This is an optimization exercise on Yosys and OpenROAD, whose aim is small area, a short achievable clock period and few clock cycles per item, not a production implementation. Function was checked by simulation only, so behaviour that the tests miss may differ from the original. No activity file was given, so power comes from the tool's default toggle rates.

==> flow/design.v (outline; a module is shown in full before it is edited, if it fits) <==
// module pm32: 1268 lines
// module ENG: 8 lines
// module EONE: 7 lines
// module ETWO: 8 lines
// module XN: 7 lines
// module SELN: 9 lines
// module SEL: 9 lines
// module FA: 10 lines
// module XR: 7 lines
// module FSA: 10 lines
// module FSAN: 10 lines
// module XRN: 7 lines
// module G0: 7 lines
// module G1: 7 lines
// module G2: 7 lines
// module G3: 7 lines
// module H0: 7 lines
// module H1: 7 lines
// module H2: 7 lines
// module H3: 7 lines
// module H4: 8 lines
// module H5: 7 lines
// module H6: 8 lines
// module H7: 8 lines
// module H8: 8 lines
// module H9: 6 lines
// module H10: 7 lines
module pm32 (
    input  logic          clk,
    input  logic          rst,
    input  logic          start,
    input  logic [31:0]   mc,
    input  logic [31:0]   mp,
    output logic [63:0]   p,
    output logic          done,
    input  logic          op  
);
  // ...
==> flow/flow/run.sh <==
#!/bin/bash
# The standard layout, with the port buffers chosen here instead of by
# buffer_ports itself (it picks a slow delay buffer on sky130hd): buf_4 on the
# inputs, which feed the multiplier's wide fanout, and on the outputs.
set -euo pipefail
export DONT_BUFFER_PORTS=1
export PRE_GLOBAL_PLACE_TCL="$PWD/flow/ports.tcl"
export POST_GLOBAL_PLACE_TCL="$PWD/flow/ports_post.tcl"
bash standard.sh > standard.log 2>&1
==> flow/flow/ports.tcl <==
# Sourced by ORFS's global_place.tcl before placement (DONT_BUFFER_PORTS=1
# skips its own buffer_ports call): every input and output port gets a buffer.
# They are kept from remove_buffers, which runs next, by dont_touch until
# placement is done (ports_post.tcl).
buffer_ports -inputs -buffer_cell sky130_fd_sc_hd__buf_4
buffer_ports -outputs -buffer_cell sky130_fd_sc_hd__buf_4
set port_bufs [concat [get_cells input*] [get_cells output*]]
puts "port buffers: [llength $port_bufs]"
set_dont_touch $port_bufs
==> flow/flow/ports_post.tcl <==
# Sourced by ORFS's global_place.tcl after placement: the port buffers may be
# resized again from here on.
set port_bufs [concat [get_cells input*] [get_cells output*]]
puts "port buffers after placement: [llength $port_bufs]"
unset_dont_touch $port_bufs
==> flow/standard.sh <==
#!/bin/bash
# synth_recipe.tcl (not shown) runs the flow's synth.tcl, then flattens the netlist and writes it again
# the make line also repeats each setting of config.mk as NAME=value (left out here)
make -C /OpenROAD-flow-scripts/flow DESIGN_CONFIG=/design/flow/config.mk WORK_HOME=/design/flow/orfs CLKGATE_MAP_FILE= SYNTH_SCRIPT=/design/flow/synth_recipe.tcl "${@:-finish}"
==> flow/config.mk <==
export PLATFORM = sky130hd
export DESIGN_NAME = pm32
export DESIGN_NICKNAME = pm32
export VERILOG_FILES = /design/flow/design.v
export SDC_FILE = /design/flow/constraint.sdc
export NUM_CORES = 4
export LEC_CHECK = 0
export CAP_MARGIN = 20
export CORE_MARGIN = 2
export CORE_UTILIZATION = 40
export CTS_BUF_LIST = sky130_fd_sc_hd__clkbuf_4 sky130_fd_sc_hd__clkbuf_8
export PLACE_DENSITY = 0.8
export SETUP_SLACK_MARGIN = 0.6
export SLEW_MARGIN = 20
export SYNTH_HIERARCHICAL = 1
==> flow/constraint.sdc <==
create_clock -name core_clock -period 5.0 [get_ports {clk}]
set_input_delay 1.0000 -clock core_clock [delete_from_list [all_inputs] [get_ports {clk}]]
set_output_delay 1.0000 -clock core_clock [all_outputs]
set_load 0.01 [all_outputs]
==> impl_metrics.py, run 1 <==
metrics = {
    "worst_setup_path": {
        "startpoint": "rc[12]$_DFFE_PP_",
        "crit_top_cell": "a21oi_2",
        "cp_data_arrival_time_ps": 3410,
        "critical-path-top-delay-family": "compound AO/OA/AOI/OAI gates",
        "critical_path_class": "reg -> out",
        "cp.depth": 12,
    },
    "cells_and_area": {
        "regArea_um2": 4109,
        "instances_no_fill": 3682,
        "top_regs": "rs x51, rc x49, rt x23",
        "largest_reg_flops": 51,
        "finish.utilization": 0.4712,
        "multi_input_area_share": 0.7247,
        "antennaDiodeCount": 2,
        "fill_cells": 5766,
    },
    "sta": {
        "finalCriticalPeriod_ps": 4415,
        "maxSlewViolCount": 0,
    },
    "pwr": {
        "p_comb_mw": 22.9,
        "pwr-share-comb": 0.854,
        "swShare": 0.4800,
        "seq-power_mw": 3.05,
        "power_clock_mw": 0.884,
    },
    "die": {
        "die_h_um": 260.0,
        "die-area_um2": 67610,
        "nWellTaps": 855,
        "top_level_ports": 133,
    },
    "global_route": {
        "grt_pass1_wl_mm": 125.3,
        "use_met2": 0.3868,
        "grt_pass1_vias": 21860,
        "grt_use_met3": 0.06511,
    },
    "logic_synthesis": {
        "seq_area_frac_synth": 0.1567,
        "yosys.area.top_type": "fa_1",
        "ys_seq_elements": 137,
        "yosys_most_used_dff": "edfxtp_1",
        "synthTopCellsByArea": "fa_1, xnor2_1, edfxtp_1",
        "yosys-top-cells-count": "xnor2_1, o22ai_1, fa_1, edfxtp_1, inv_1",
    },
    "routing": {
        "dr_wl_met2_mm": 37.37,
        "route.vias.total": 21800,
        "wl_per_cell_um": 22.16,
        "top_layer": "met4",
        "routed_wl_mm": 81.61,
    },
    "outcome": {
        "outcome": "timing/DRC/antenna clean",
    },
    "placed_design": {
        "portBuffers": 131,
    },
    "clocking": {
        "post_cts_buffers": 6,
    },
}
Testbench counts, summed over its fixed seeds: cycles 1,600, items 1,600.
==> inputs of run 2 (changes only) <==
--- a/flow/config.mk
+++ b/flow/config.mk
@@ -7,8 +7,7 @@
 export LEC_CHECK = 0
 export CAP_MARGIN = 20
 export CORE_MARGIN = 2
-export CORE_UTILIZATION = 40
-export CTS_BUF_LIST = sky130_fd_sc_hd__clkbuf_4 sky130_fd_sc_hd__clkbuf_8
+export CORE_UTILIZATION = 70
 export PLACE_DENSITY = 0.8
 export SETUP_SLACK_MARGIN = 0.6
 export SLEW_MARGIN = 20
==> run 2 against run 1 <==
Still clean on timing, DRC and antenna. Synthesized area stayed put. Synthesized cell count stayed put. Non-clock buffer count is 10 higher. Global-route usage is 23 points higher. Combinational power is 4% higher. Clock-buffer cell count is 1 lower. Maximum frequency is 0.85% lower. Design area is 0.96% higher. Critical endpoint unchanged. Highest routed layer is now met5.
==> impl_metrics.py, run 2 <==
metrics = {
    "outcome": {
        "outcome": "timing/DRC/antenna clean",
    },
    "die": {
        "die_w_um": 197.5,
        "core_area_um2": 36790,
        "rows": 70,
        "die_h_um": 197.5,
        "start_util": 0.7128,
        "top_level_ports": 133,
        "die-area_um2": 39020,
    },
    "sta": {
        "worstMarginPinSlew_ps": 1003,
        "post-route-period-util": 0.8905,
        "fin_worst_skew_ps": 0,
        "slew_headroom": 0.3312,
        "hold_violations": 0,
        "finalCriticalPeriod_ps": 4452,
        "max_clock_freq_mhz": 224.6,
        "fin_tns_setup_ps": 0,
        "maxSlewViolCount": 0,
        "rsz0062_at_grt": "true",
        "setup_violations": 0,
        "fin_ws_ps": 547.7,
    },
    "global_route": {
        "grt_max_degree": 78,
        "globalRouteOverflowTotal": 0,
        "grt_pass1_vias": 23620,
        "grt_pass1_wl_mm": 137.1,
        "antenna_found_initial": 1,
        "grt.total_usage": 0.4745,
    },
    "logic_synthesis": {
        "yosys-top-cells-count": "xnor2_1, o22ai_1, fa_1, edfxtp_1, inv_1",
        "synth.cell_area_um2": 26220,
        "synth-async-reset-ratio": 0.007299,
        "ys_seq_elements": 137,
        "seq_area_frac_synth": 0.1567,
        "yosys_warnings": 9,
        "synth_cell_type_count": 21,
        "yosysMostFrequentCell": "xnor2_1",
        "synthCells": 2526,
        "yosys.area.top_type": "fa_1",
        "yosys_most_used_dff": "edfxtp_1",
        "synth.top_cell.area_share": 0.3207,
        "synth-edff-count": 136,
        "avgSynthCellArea_um2": 10.38,
        "synthTopCellsByArea": "fa_1, xnor2_1, edfxtp_1",
    },
    "worst_setup_path": {
        "critPathSlowestCell": "fa_1",
        "required_ps": 4000,
        "worst_path_largest_cell_delay_ps": 590,
        "worstPathMaxFanout": 3,
        "start_kind": "flop",
        "critical-path-top-delay-family": "compound AO/OA/AOI/OAI gates",
        "cp_data_arrival_time_ps": 3450,
        "crit_chain": "fa_1 -> xor2_2 -> o21ai_4 -> a21oi_4 -> o21ai_4 -> a21oi_2 -> o21ai_1 -> a21oi_2 -> o21ai_1 -> xnor2_1 -> buf_4 -> buf_6",
        "critical_path_class": "reg -> out",
        "reg2reg_slack_ps": 4280,
        "critPathBufInv": 2,
        "end_kind": "output pin",
    },
    "clocking": {
        "htreeDepth": 4,
        "cts_sinks": 137,
        "cts_hold_buf": 0,
        "cts_tree": "yes",
        "cts-root-buf": "clkbuf_16",
        "clk_pin_slew_ps": 90,
        "clkLatencyLatePin_ps": 460,
        "cts_buffer_depth": 2,
        "cts_made_buffers": 17,
    },
    "pwr": {
        "pwr-share-comb": 0.840,
        "p_sw_mw": 13.83,
        "seq_power_share": 0.108,
        "intPower_mw": 14.63,
        "leakage_nw": 10.99,
        "swShare": 0.4861,
        "power-per-cell-area_nw_per_um2": 926.3,
        "pwr-share-clk": 0.052,
        "ir_drop_v": 0.0007348,
    },
    "routing": {
        "route.vias.total": 23690,
        "vias_per_cell": 7.172,
        "post-route-drc-count": 0,
        "routed_wl_mm": 92.57,
        "drt_iter0_drc": 3378,
        "wl_per_cell_um": 28.03,
        "drt-pass1-iter-count": 9,
        "ant_nets": 0,
    },
    "cells_and_area": {
        "top_regs": "rs x51, rc x49, rt x23",
        "final_common_cell": "xnor2_1",
        "final_cell_area_um2": 30720,
        "largest_reg_flops": 51,
        "finish.utilization": 0.8351,
        "mostFrequentLayoutCells": "xnor2_1, o22ai_1, fa_1, buf_4, edfxtp_1",
        "fill_cells": 2115,
        "max_flop_register": "rs",
        "syn_to_final_growth_pct": 17.17,
        "layout-drive-gt1-share": 0.2089,
        "fin_nets": 3312,
    },
    "worst_hold_path": {
        "hold_class": "in -> async",
    },
    "placed_design": {
        "postPlaceCellArea_um2": 29100,
        "portBuffers": 131,
        "place_ws_ps": 87.88,
        "hpwl_mm": 69.81,
    },
    "job": {
        "cap_violations": 0,
    },
}
run 2: cell counts after synthesis:
Identical to the previous run, type by type.
run 2: power groups by stage:
stage,combinational [mW],clock (mW),sequential (mW)
after detailed placement,21.6,0,3.08
after CTS,22.1,1.49,3.07
after global routing,25.4,1.52,3.13
after global placement,20.7,0,3.04
after floorplan,14.3,0,3.02
final,23.9,1.48,3.08
run 2: layer usage:
layer | track usage | wire length (µm) | up-vias
met2 | 0.7107 | 40130 | 2166
met1 | 0.6135 | 32160 | 11500
met4 | 0.2467 | 5812 | 2
met3 | 0.1646 | 14450 | 447
li1 | - | - | 9569
met5 | 0 | 15 | -
run 2: layout make-up:
cell class                 instances  area [µm²]  area share
multi-input combinational       2224       22290      0.7256
sequential                       137        4109      0.1338
timing repair buffer             268        2227     0.07250
tap                              468       585.6     0.01906
inverter                         124       465.4     0.01515
clock buffer                      17       425.4     0.01385
buffer                            52       390.4     0.01271
clock inverter                    12       224.0    0.007290
antenna                            1       2.502  0.00008146
run 2: modules after synthesis, one instance, submodules excluded, a selection:
module	copies in the design	flops+latches	area [µm²]
H8	7	0	12.51
pm32	1	137	4870
H5	64	0	3.754
SELN	16	0	8.758
H7	20	0	12.51
FA	420	0	20.02
H9	2	0	3.754
G3	15	0	3.754
SEL	512	0	6.256
G1	25	0	3.754
H0	79	0	8.758
H3	30	0	6.256
EONE	32	0	8.758
run 2: logic make-up after synthesis:
group,count (synthesis),share of synthesized area
simple gates,297,0.05512
buf+inv,176,0.03264
other cells,2,0.0002864
compound gates,748,0.1853
flops,137,0.1567
xor+xnor,746,0.2492
fa+ha+maj,420,0.3207
run 2: stage by stage:
stage | instances | power (mW) | hold WS [ps]
after floorplan | 2535 | 17.30 | 503.9
after global placement | 3244 | 23.72 | 448.9
after detailed placement | 3244 | 24.69 | 471.6
after CTS | 3273 | 26.62 | 375.3
after global routing | 3303 | 30.03 | 378.6
final | 3303 | 28.46 | 383.3
run 2: what timing repair did:
action                                  in CTS  in global routing
endpoints found under the setup margin      25                 57
resized for setup                           29                108
pin swaps                                    1                 35
buffers inserted                             0                 26
cloned                                       0                  3
run 2: final timing paths:
check,endpoint,cells past startpoint,start
max,p[50],12,rt[24]$_DFFE_PP_
min,done$_DFFE_PP0P_,2,rst
max reg2reg,done$_DFFE_PP0P_,1,done$_DFFE_PP0P_
min reg2reg,done$_DFFE_PP0P_,1,done$_DFFE_PP0P_
max in group asynchronous,done$_DFFE_PP0P_,2,rst
min in group core_clock,done$_DFFE_PP0P_,1,done$_DFFE_PP0P_
==> inputs of run 3 (changes only) <==
--- a/flow/config.mk
+++ b/flow/config.mk
@@ -7,7 +7,7 @@
 export LEC_CHECK = 0
 export CAP_MARGIN = 20
 export CORE_MARGIN = 2
-export CORE_UTILIZATION = 70
+export CORE_UTILIZATION = 55
 export PLACE_DENSITY = 0.8
 export SETUP_SLACK_MARGIN = 0.6
 export SLEW_MARGIN = 20
==> run 3 against run 2 <==
Setup slack better by 46 ps. Still clean. Critical path type unchanged. First-iteration DRC count fell by 20%. Combinational power hardly changed. Clock-buffer cell count increased by 1.
==> impl_metrics.py, run 3 <==
metrics = {
    "sta": {
        "setup_violations": 0,
        "slew_headroom": 0.4531,
        "maxSlewViolCount": 0,
        "worstMarginPinSlew_ps": 820.4,
        "hold_violations": 0,
        "rsz0062_at_grt": "true",
        "fin_tns_setup_ps": 0,
        "finalCriticalPeriod_ps": 4406,
        "max_clock_freq_mhz": 227.0,
        "post-route-period-util": 0.8812,
        "fin_worst_skew_ps": 0,
    },
    "logic_synthesis": {
        "synthCells": 2526,
        "yosys_warnings": 9,
        "synth-async-reset-ratio": 0.007299,
        "seq_area_frac_synth": 0.1567,
        "yosys-top-cells-count": "xnor2_1, o22ai_1, fa_1, edfxtp_1, inv_1",
        "avgSynthCellArea_um2": 10.38,
        "yosys_most_used_dff": "edfxtp_1",
        "synth.cell_area_um2": 26220,
        "synthTopCellsByArea": "fa_1, xnor2_1, edfxtp_1",
        "synth-edff-count": 136,
        "yosys.area.top_type": "fa_1",
        "yosysMostFrequentCell": "xnor2_1",
        "ys_seq_elements": 137,
        "synth_cell_type_count": 21,
        "synth.top_cell.area_share": 0.3207,
    },
    "worst_setup_path": {
        "rr_worst_depth": 1,
        "critPathBufInv": 2,
        "reg2reg_to": "done$_DFFE_PP0P_",
        "reg2reg_from": "done$_DFFE_PP0P_",
        "start_kind": "flop",
        "required_ps": 4000,
        "worst_path_largest_cell_delay_ps": 630,
        "critical_path_class": "reg -> out",
        "cp_data_arrival_time_ps": 3410,
        "end_kind": "output pin",
        "critPathSlowestCell": "fa_2",
        "reg2reg_slack_ps": 4300,
        "critical-path-top-delay-family": "compound AO/OA/AOI/OAI gates",
        "crit_chain": "fa_2 -> xor2_2 -> o21ai_1 -> a21oi_2 -> o21ai_2 -> a21oi_2 -> o21ai_2 -> a21oi_4 -> o21ai_1 -> xnor2_1 -> buf_4 -> buf_4",
        "worstPathMaxFanout": 3,
    },
    "die": {
        "start_util": 0.5538,
        "die_h_um": 222.3,
        "die_w_um": 222.3,
        "die-area_um2": 49430,
        "top_level_ports": 133,
        "rows": 80,
        "core_area_um2": 47350,
    },
    "placed_design": {
        "portBuffers": 131,
        "postPlaceCellArea_um2": 29390,
        "hpwl_mm": 71.46,
    },
    "clocking": {
        "htreeDepth": 4,
        "clkLatencyLatePin_ps": 480,
        "cts_sinks": 137,
        "cts_tree": "yes",
        "cts_hold_buf": 0,
        "cts_made_buffers": 17,
        "clk_pin_slew_ps": 60,
        "cts-root-buf": "clkbuf_16",
        "cts_buffer_depth": 2,
    },
    "routing": {
        "wl_per_cell_um": 25.80,
        "drt_iter0_drc": 2702,
        "routed_wl_mm": 89.12,
        "vias_per_cell": 6.463,
        "ant_nets": 0,
        "drt-pass1-iter-count": 6,
        "post-route-drc-count": 0,
        "route.vias.total": 22330,
    },
    "pwr": {
        "pwr-share-clk": 0.046,
        "seq_power_share": 0.109,
        "intPower_mw": 14.56,
        "swShare": 0.4848,
        "leakage_nw": 10.94,
        "p_sw_mw": 13.70,
        "power-per-cell-area_nw_per_um2": 919.5,
        "ir_drop_v": 0.0006531,
        "pwr-share-comb": 0.845,
    },
    "cells_and_area": {
        "mostFrequentLayoutCells": "xnor2_1, o22ai_1, fa_1, buf_4, edfxtp_1",
        "syn_to_final_growth_pct": 17.20,
        "fill_cells": 3773,
        "top_regs": "rs x51, rc x49, rt x23",
        "final_common_cell": "xnor2_1",
        "final_cell_area_um2": 30730,
        "max_flop_register": "rs",
        "layout-drive-gt1-share": 0.2106,
        "largest_reg_flops": 51,
        "fin_nets": 3314,
    },
    "outcome": {
        "outcome": "timing/DRC/antenna clean",
    },
    "global_route": {
        "grt_max_degree": 88,
        "met1_usage": 0.5004,
        "grt.total_usage": 0.3617,
        "antenna_found_initial": 2,
        "grt_pass1_wl_mm": 133.5,
        "grt_use_met3": 0.08649,
        "globalRouteOverflowTotal": 0,
        "use_met2": 0.5459,
        "busiest_layer": "met2",
        "grt_pass1_vias": 22290,
    },
    "worst_hold_path": {
        "hold_class": "in -> async",
    },
    "job": {
        "cap_violations": 0,
    },
}
[run 3: cell counts after synthesis]
No cell type changed its count.
[run 3: metrics by stage]
step	cells	worst slack, ps	hold slack (ps)	util	power (mW)
finish	3455	593.8	348.4	0.6490	28.25
global route	3455	487.3	344.1	0.6490	30.03
CTS	3444	554.9	319.3	0.6376	26.98
detailed placement	3411	65.55	452.9	0.6207	25.09
global placement	3411	136.7	448.4	0.6207	24.65
floorplan	2535	607.7	503.9	-	17.30
[run 3: cells by family (layout without fill, tap and decap cells)]
group | count (synthesis) | after routing | synth area share
flops | 137 | 137 | 0.1567
other cells | 2 | 12 | 0.0002864
fa+ha+maj | 420 | 420 | 0.3207
simple gates | 297 | 297 | 0.05512
buf+inv | 176 | 480 | 0.03264
compound gates | 748 | 748 | 0.1853
xor+xnor | 746 | 746 | 0.2492
[run 3: worst max path at each step]
| stage | startpoint | endpoint | slack, ps | cells past startpoint |
|---|---|---|---|---|
| after floorplan | mp[5] | rc[10]$_DFFE_PP_ | 610 | 9 |
| after global placement | mp[11] | rc[10]$_DFFE_PP_ | 140 | 9 |
| after detailed placement | mp[23] | rt[34]$_DFFE_PP_ | 70 | 8 |
| after CTS | rs[33]$_DFFE_PP_ | p[48] | 550 | 12 |
| after global routing | rs[12]$_DFFE_PP_ | p[46] | 490 | 12 |
| final | rs[12]$_DFFE_PP_ | p[46] | 590 | 12 |
[run 3: final cells by class]
cell class                      instances  area [µm²]  share of cell area
Buffer                                 52       390.4             0.01270
Antenna cell                            1       2.502          0.00008143
Multi-Input combinational cell       2222       22230              0.7235
Clock inverter                         14       148.9            0.004845
Sequential cell                       137        4109              0.1337
Tap cell                              615       769.5             0.02504
Timing Repair Buffer                  272        2183             0.07105
Inverter                              124       465.4             0.01515
Clock buffer                           18       429.2             0.01397
[run 3: what timing repair did]
action                     in CTS  in global routing
resized for setup              36                 92
setup endpoints to repair      28                 48
setup buffers                   1                 10
pin swaps                       4                 11
[run 3: layer usage]
metal,vias to the layer above,part of all wire
met3,262,0.11
met1,11070,0.40
met4,2,0.046
met2,1426,0.44
li1,9572,-
met5,-,0.00052
[run 3: power by group through the flow]
stage | Combinational [mW] | Clock, mW | Sequential [mW]
floorplan | 14.3 | 0 | 3.02
global placement | 21.6 | 0 | 3.04
detailed placement | 22.0 | 0 | 3.08
CTS | 22.6 | 1.32 | 3.07
global route | 25.5 | 1.35 | 3.14
finish | 23.9 | 1.29 | 3.07
[run 3: per-module statistics from Yosys (local to each module, per instance), a selection]
module  times used  cell area (µm²)  cells inside
H6              57            8.758             1
H4              88            5.005             1
ETWO            32            18.77             3
G3              15            3.754             1
EONE            32            8.758             1
SEL            512            6.256             1
H1              49            8.758             1
H5              64            3.754             1
XN             528            8.758             1
ENG             16            11.26             1
G1              25            3.754             1
H7              20            12.51             2
==> inputs of run 4 (changes only) <==
--- a/flow/config.mk
+++ b/flow/config.mk
@@ -7,7 +7,7 @@
 export LEC_CHECK = 0
 export CAP_MARGIN = 20
 export CORE_MARGIN = 2
-export CORE_UTILIZATION = 55
+export CORE_UTILIZATION = 40
 export PLACE_DENSITY = 0.8
 export SETUP_SLACK_MARGIN = 0.6
 export SLEW_MARGIN = 20
==> run 4 against run 3 <==
Still clean. Register-to-register slack about the same. Clock skew unchanged. Design area shrank 0.58%. Routed wire length is 7.9% lower. Global-route usage fell by 12 points. Combinational power decreased by 5%. Power shrank 4.9%.
==> impl_metrics.py, run 4 <==
metrics = {
    "routing": {
        "ant_nets": 0,
        "drt_iter0_drc": 2581,
        "post-route-drc-count": 0,
        "route.vias.total": 21890,
        "vias_per_cell": 5.952,
        "wl_per_cell_um": 22.33,
        "drt-pass1-iter-count": 6,
        "routed_wl_mm": 82.11,
    },
    "clocking": {
        "clk_pin_slew_ps": 60,
        "cts_tree": "yes",
        "htreeDepth": 4,
        "cts_sinks": 137,
        "cts_made_buffers": 17,
        "cts_hold_buf": 0,
        "clkLatencyLatePin_ps": 440,
        "cts-root-buf": "clkbuf_16",
        "cts_buffer_depth": 2,
    },
    "logic_synthesis": {
        "synth_xor_area_frac": 0.2492,
        "synthAdderAreaFrac": 0.3207,
        "avgSynthCellArea_um2": 10.38,
        "synthCells": 2526,
        "synth_cell_type_count": 21,
        "synth-edff-count": 136,
        "yosys_warnings": 9,
        "yosys.area.top_type": "fa_1",
        "synth-async-reset-ratio": 0.007299,
        "synth_top_family_by_area": "adder cells",
        "yosys_most_used_dff": "edfxtp_1",
        "ys_seq_elements": 137,
        "synth_compound_area_frac": 0.1853,
        "yosysMostFrequentCell": "xnor2_1",
        "synthTopCellsByArea": "fa_1, xnor2_1, edfxtp_1",
        "yosys.area_share.simple": 0.05512,
        "yosys-top-cells-count": "xnor2_1, o22ai_1, fa_1, edfxtp_1, inv_1",
        "muxShareOfSynthArea": 0,
        "seq_area_frac_synth": 0.1567,
        "synth.top_cell.area_share": 0.3207,
        "synth.cell_area_um2": 26220,
    },
    "pwr": {
        "ir_drop_v": 0.0005399,
        "power-per-cell-area_nw_per_um2": 879.2,
        "intPower_mw": 14.01,
        "swShare": 0.4784,
        "p_sw_mw": 12.85,
        "leakage_nw": 10.75,
        "pwr-share-comb": 0.841,
        "seq_power_share": 0.114,
        "pwr-share-clk": 0.045,
        "power_mw": 26.86,
    },
    "global_route": {
        "grt_max_degree": 83,
        "antenna_found_initial": 1,
        "grt_pass1_vias": 21800,
        "grt.total_usage": 0.2419,
        "globalRouteOverflowTotal": 0,
        "grt_pass1_wl_mm": 125.9,
    },
    "sta": {
        "fin_worst_skew_ps": 0,
        "maxSlewViolCount": 0,
        "fin_ws_ps": 579.8,
        "hold_violations": 0,
        "setup_violations": 0,
        "hold_slack_ps": 389.7,
        "worstMarginPinSlew_ps": 740.0,
        "post-route-period-util": 0.8840,
        "max_clock_freq_mhz": 226.2,
        "fin_tns_setup_ps": 0,
        "slew_headroom": 0.5031,
        "finalCriticalPeriod_ps": 4420,
        "rsz0062_at_grt": "true",
    },
    "cells_and_area": {
        "largest_reg_flops": 51,
        "finish.utilization": 0.4731,
        "fill_cells": 5737,
        "max_flop_register": "rs",
        "mostFrequentLayoutCells": "xnor2_1, o22ai_1, fa_1, buf_4, edfxtp_1",
        "instances_no_fill": 3677,
        "top_regs": "rs x51, rc x49, rt x23",
        "final_cell_area_um2": 30550,
        "syn_to_final_growth_pct": 16.52,
        "layout-drive-gt1-share": 0.1904,
        "final_common_cell": "xnor2_1",
        "fin_nets": 3296,
    },
    "worst_setup_path": {
        "critPathSlowestCell": "fa_1",
        "worst_path_largest_cell_delay_ps": 620,
        "cp_data_arrival_time_ps": 3420,
        "start_kind": "flop",
        "critical-path-top-delay-family": "compound AO/OA/AOI/OAI gates",
        "worstPathMaxFanout": 3,
        "required_ps": 4000,
        "critPathBufInv": 3,
        "rr_worst_depth": 1,
        "end_kind": "output pin",
        "crit_chain": "fa_1 -> xor2_2 -> nor2_2 -> a21oi_2 -> o21ai_4 -> a21oi_2 -> o21ai_1 -> a21oi_2 -> buf_4 -> o21ai_1 -> xnor2_1 -> buf_4 -> buf_4",
        "critical_path_class": "reg -> out",
        "cp.depth": 13,
    },
    "die": {
        "die_h_um": 260.0,
        "die_w_um": 260.0,
        "rows": 93,
        "die-area_um2": 67610,
        "top_level_ports": 133,
        "start_util": 0.4060,
        "core_area_um2": 64580,
    },
    "placed_design": {
        "place_ws_ps": 181.1,
        "postPlaceCellArea_um2": 29460,
        "dp_cells": 3629,
        "hpwl_mm": 67.38,
        "portBuffers": 131,
    },
    "job": {
        "cap_violations": 0,
    },
    "outcome": {
        "outcome": "timing/DRC/antenna clean",
    },
    "worst_hold_path": {
        "hold_class": "in -> async",
    },
}
## run 4: layout make-up
cell class	instances	area, µm²	area share
Multi-Input combinational cell	2222	22000	0.7202
Sequential cell	137	4109	0.1345
Timing Repair Buffer	254	1962	0.06422
Tap cell	855	1070	0.03502
Inverter	124	465.4	0.01524
Clock buffer	18	429.2	0.01405
Buffer	52	390.4	0.01278
Clock inverter	14	120.1	0.003932
Antenna cell	1	2.502	0.00008191
## run 4: path summary, 6_finish.rpt
path                                       start               end  slack (ps)
worst min register to register  done$_DFFE_PP0P_  done$_DFFE_PP0P_         470
worst max-delay path            rc[12]$_DFFE_PP_             p[50]         580
worst min-delay path                         rst  done$_DFFE_PP0P_         390
worst max register to register  done$_DFFE_PP0P_  done$_DFFE_PP0P_        4290
min in group core_clock         done$_DFFE_PP0P_  done$_DFFE_PP0P_         470
max in group asynchronous                    rst  done$_DFFE_PP0P_        4520
## run 4: Yosys stat by module, one instance, submodules excluded, a selection
module	copies in the design	area (µm²)
H0	79	8.758
G2	18	6.256
H4	88	5.005
pm32	1	4870
FA	420	20.02
ETWO	32	18.77
H1	49	8.758
H5	64	3.754
SELN	16	8.758
H10	3	6.256
H6	57	8.758
H8	7	12.51
EONE	32	8.758
## run 4: routing by layer
| metal | share of wire | up-vias | GRT usage |
|---|---|---|---|
| met5 | 0 | - | 0 |
| met4 | 0.042 | 0 | 0.09978 |
| met3 | 0.12 | 236 | 0.06131 |
| met2 | 0.46 | 1357 | 0.3862 |
| met1 | 0.38 | 10740 | 0.3128 |
| li1 | - | 9552 | - |
## run 4: cell families after synthesis
family | after synthesis
AO/OA/AOI/OAI | 748
buffers and inverters | 176
flip-flops | 137
XOR/XNOR | 746
adder cells (fa/ha/maj) | 420
other | 2
AND/OR/NAND/NOR | 297
## run 4: repair_timing
action | in CTS | in global routing
resized for setup | 14 | 60
pin swaps | 4 | 7
buffers inserted | 3 | 12
endpoints found under the setup margin | 16 | 38
## run 4: power groups by stage
stage          clock, mW  sequential, mW  combinational [mW]
5_1_grt             1.27            3.12                24.6
4_1_cts             1.24            3.05                21.8
2_1_floorplan          0            3.02                14.3
3_5_place_dp           0            3.07                21.4
6_report            1.22            3.05                22.6
3_3_place_gp           0            3.04                20.9

re-timing with driven ports:
No port has a modelled driver above. Below, the same layouts with a new extraction and two added sets of constraints.
Step 1, drivers: a clkbuf_16 drives clk and a buf_2 each remaining input, both assumed.
Step 2, shift: input delay + t, output delay - t, t = (earliest + latest rising clock arrival at the registers) / 2. This alone moves slack from input paths to output paths.
Three values: no drivers, after step 1, after step 2; two values: the first two.
| run | t, ns | slack for setup (ns) | worst hold slack (ns) | slew at the worst register clock pin (ns) | pins driven straight from the clock port |
|---|---|---|---|---|---|
| run 1 | 0.559 | 0.585 / 0.529 / 0.129 | 0.325 / 0.293 / 0.477 | 0.11 / 0.11 | 1 |
| run 2 | 0.518 | 0.548 / 0.491 / 0.062 | 0.383 / 0.352 / 0.480 | 0.09 / 0.09 | 1 |
| run 3 | 0.538 | 0.594 / 0.538 / 0.136 | 0.348 / 0.314 / 0.464 | 0.07 / 0.07 | 1 |
| run 4 | 0.500 | 0.580 / 0.522 / 0.158 | 0.390 / 0.356 / 0.471 | 0.08 / 0.08 | 1 |
After both steps every run listed still meets setup and hold. For run 2, which loses most, drivers alone change the setup slack by -0.057 ns; drivers and shift together by -0.486 ns.
